This is an optimization exercise on Yosys and OpenROAD, whose aim is small area, a short achievable clock period and few clock cycles per item, not a production implementation. The RTL was checked by simulation tests, not by an equivalence proof against the original design.

// bitcoin_hash
module bitcoin_hash (
  input  logic        clk, reset_n, start,
  input  logic [15:0] message_addr, output_addr,
  output logic        done, mem_clk, mem_we,
  output logic [15:0] mem_addr,
  output logic [31:0] mem_write_data,
  input  logic [31:0] mem_read_data
);
Settings: LEC_CHECK=0, CAP_MARGIN=30, CORE_MARGIN=2, CORE_UTILIZATION=40, PLACE_DENSITY=0.55, SLEW_MARGIN=40; clock period 12.0 ns.
standard.sh (not shown) runs the stock make flow with config.mk's settings and CLKGATE_MAP_FILE= SYNTH_SCRIPT=/design/flow/synth_recipe.tcl, a recipe that flattens the netlist after the stock synthesis.
==> flow/flow/run.sh <==
#!/bin/bash
set -euo pipefail
cd "$(dirname "$0")/.."
export SETUP_SLACK_MARGIN=7
bash standard.sh > make.log 2>&1
Testbench counts at the start, summed over its fixed seeds: cycles 69,248, items 512.
Next try:
--- a/flow/design.v
+++ b/flow/design.v
@@ -44,19 +44,17 @@
 logic [6:0]  t, t_n;
 logic [3:0]  nonce, nonce_n;
 logic [31:0] a, b, c, d, e, f, g, hk;
 logic [15:0][31:0] win;
 logic [3:0][31:0] rp, rq;       
 logic [15:0] ma;
 logic        we;
 logic [31:0] kr;                
-logic        c_init, c_initp2, c_load;
-logic        c_ginit, c_gp2, c_ring;    
-logic [7:0]  c_iv;                     
+logic        c_init, c_initp2, c_load, c_xfer, c_iv0;
 logic [3:0]  c_fix;
 logic        c_sched, c_mem, c_k80, c_k640, c_k256;
 logic [3:0]  c_nn;
 logic        c_wr;
 logic [4:0]  c_off;
 assign done = (ph == PH_IDLE);
 assign mem_addr = ma;
 assign mem_we = we;
@@ -81,37 +79,29 @@
           else blk_n = B_P2;
         end
       endcase
     end
     default: begin ph_n = PH_IDLE; t_n = 7'd0; end
   endcase
 end
 logic        d_init, d_initp2, d_load, d_xfer, d_iv0;
-logic        d_ginit, d_gp2, d_ring;
-logic [7:0]  d_iv;
 logic [3:0]  d_fix;
 logic        d_sched, d_mem, d_k80, d_k640, d_k256;
 logic [3:0]  d_nn;
 logic        d_wr;
 logic [4:0]  d_off;
 always_comb begin
   logic rn;
   rn       = (ph_n == PH_RND);
   d_init   = rn && (t_n == 7'd0);
   d_initp2 = d_init && (blk_n == B_P2);
   d_load   = rn && (t_n == 7'd64) && (blk_n != B_P3);
   d_xfer   = (ph_n == PH_XFER);
-  d_ginit  = d_init || d_xfer;
-  d_gp2    = d_initp2 || d_xfer;
-  d_ring   = d_xfer || (ph_n == PH_PRE) || (rn && blk_n == B_P1);
   d_iv0    = rn && (blk_n == B_P3) && (t_n == 7'd63);    
-  d_iv     = 8'd0;
-  if (d_xfer) d_iv[t_n[2:0]] = 1'b1;
-  if (d_iv0)  d_iv[0] = 1'b1;
   d_fix    = 4'd0;
   if (rn && blk_n == B_P3 && t_n <= 7'd7) d_fix[t_n[2:1]] = 1'b1;
   d_sched = 1'b0; d_mem = 1'b0; d_k80 = 1'b0; d_k640 = 1'b0; d_k256 = 1'b0;
   d_nn = 4'd0;
   case (ph_n)
     PH_PRE:  d_mem = 1'b1;
     PH_XFER: case (t_n[2:0])
                3'd0, 3'd1, 3'd2: d_mem = 1'b1;
@@ -169,25 +159,24 @@
   {s2e, c2e} = csa(s1, c1, d);
   {s2a, c2a} = csa(s1, c1, S0);
   {s3a, c3a} = csa(s2a, c2a, maj);
   new_e = s2e + c2e;
   new_a = s3a + c3a;
 end
 logic [31:0] fixop, wf;
 always_comb begin
-  fixop = 32'd0;
-  for (int k = 0; k < 8; k++) fixop = fixop | (ivc(3'(k)) & {32{c_iv[k]}});
+  fixop = c_xfer ? ivc(t[2:0]) : c_iv0 ? ivc(3'd0) : 32'd0;
   for (int j = 0; j < 4; j++) fixop = fixop | (rq[j] & {32{c_fix[j]}});
   wf = win[8] + fixop;
 end
 logic [31:0] gsel, hk_next;
 logic [31:0] hs, hc, hs2, hc2;
 always_comb begin
-  if (c_ginit) gsel = c_gp2 ? rq[3] : ivc(3'd7);
+  if (c_init) gsel = c_initp2 ? rq[3] : ivc(3'd7);
   else        gsel = g;
   {hs, hc}   = csa(gsel, kr, win[8]);
   {hs2, hc2} = csa(hs, hc, fixop);
   hk_next = hs2 + hc2;
 end
 logic [31:0] sg0, sg1, sched, ss, sc, ss2, sc2, ins;
 always_comb begin
   sg0 = ror(win[1],7) ^ ror(win[1],18) ^ (win[1] >> 3);
@@ -219,31 +208,31 @@
   if (c_load) begin
     win[8]  <= new_a; win[9]  <= a; win[10] <= b; win[11] <= c;
     win[12] <= new_e; win[13] <= e; win[14] <= f; win[15] <= g;
   end else begin
     for (int i = 8; i < 15; i++) win[i] <= win[i+1];
     win[15] <= ins;
   end
   for (int j = 0; j < 4; j++) rp[j] <= rq[j];
-  if (c_ring) begin
+  if (c_xfer) begin
     for (int j = 0; j < 3; j++) rq[j] <= rp[j+1];
     rq[3] <= wf;
   end else begin
     for (int j = 0; j < 4; j++) rq[j] <= rp[j];
   end
   ma <= (c_wr ? output_addr : message_addr) + {11'd0, c_off};
 end
 always_ff @(posedge clk, negedge reset_n) begin
   if (!reset_n) begin
     ph <= PH_IDLE; blk <= B_P1; t <= 7'd0; nonce <= 4'd0; we <= 1'b0;
+    c_init <= 1'b0; c_initp2 <= 1'b0; c_load <= 1'b0; c_xfer <= 1'b0; c_iv0 <= 1'b0; c_fix <= 4'd0;
+    c_sched <= 1'b0; c_mem <= 1'b0; c_k80 <= 1'b0; c_k640 <= 1'b0; c_k256 <= 1'b0;
+    c_nn <= 4'd0; c_wr <= 1'b0; c_off <= 5'd0;
   end else begin
     ph <= ph_n; blk <= blk_n; t <= t_n; nonce <= nonce_n;
     we <= (ph == PH_RND) && (blk == B_P3) && (t == 7'd64);
-  end
-end
-always_ff @(posedge clk) begin
-    c_init <= d_init; c_initp2 <= d_initp2; c_load <= d_load; c_fix <= d_fix;
-    c_ginit <= d_ginit; c_gp2 <= d_gp2; c_ring <= d_ring; c_iv <= d_iv;
+    c_init <= d_init; c_initp2 <= d_initp2; c_load <= d_load; c_xfer <= d_xfer; c_iv0 <= d_iv0; c_fix <= d_fix;
     c_sched <= d_sched; c_mem <= d_mem; c_k80 <= d_k80; c_k640 <= d_k640; c_k256 <= d_k256;
     c_nn <= d_nn; c_wr <= d_wr; c_off <= d_off;
+  end
 end
 endmodule
Utilization stays flat.
Final cell count went down by 1.2%.
Worst setup slack gets better by 0.035 ns.
Register-to-register slack gets better by 0.03 ns.
Synthesized area barely changes.
Flip-flop and latch count fell by 9.
Non-clock buffer count increases by 26.
Count of clock-buffer cells in the layout shrinks by 2.
Die area stays flat.
Testbench counts after the change, summed over its fixed seeds: cycles 69,248, items 512.

[separate check: timing with driven ports]
The flow's constraints put no driver on any port. The routed layouts listed below were extracted and timed again, unchanged, in two steps.
Step 1 sets driving cells, clkbuf_16 on the clock port and buf_2 on the other inputs (assumed; they add their load-dependent delay and slew).
Step 2 adds t to the input delays and takes it off the output delays; t is the mean of the earliest and latest rising clock arrival at the registers after step 1. Input paths then give back, and output paths get back, about the clock's delay inside the block.
Slacks: ideal / step 1 / step 2; pairs: ideal / step 1.
run	t (ns)	setup WS [ns]	worst register clock-pin slew, ns
the first run	0.834	6.960 / 6.960 / 6.573	0.07 / 0.07
the second run	0.816	6.995 / 6.995 / 6.716	0.07 / 0.07
After both steps every run listed still meets setup and hold. The setup slack of the first run, which loses most, moves by 0.000 ns with the drivers and by -0.387 ns with both steps.
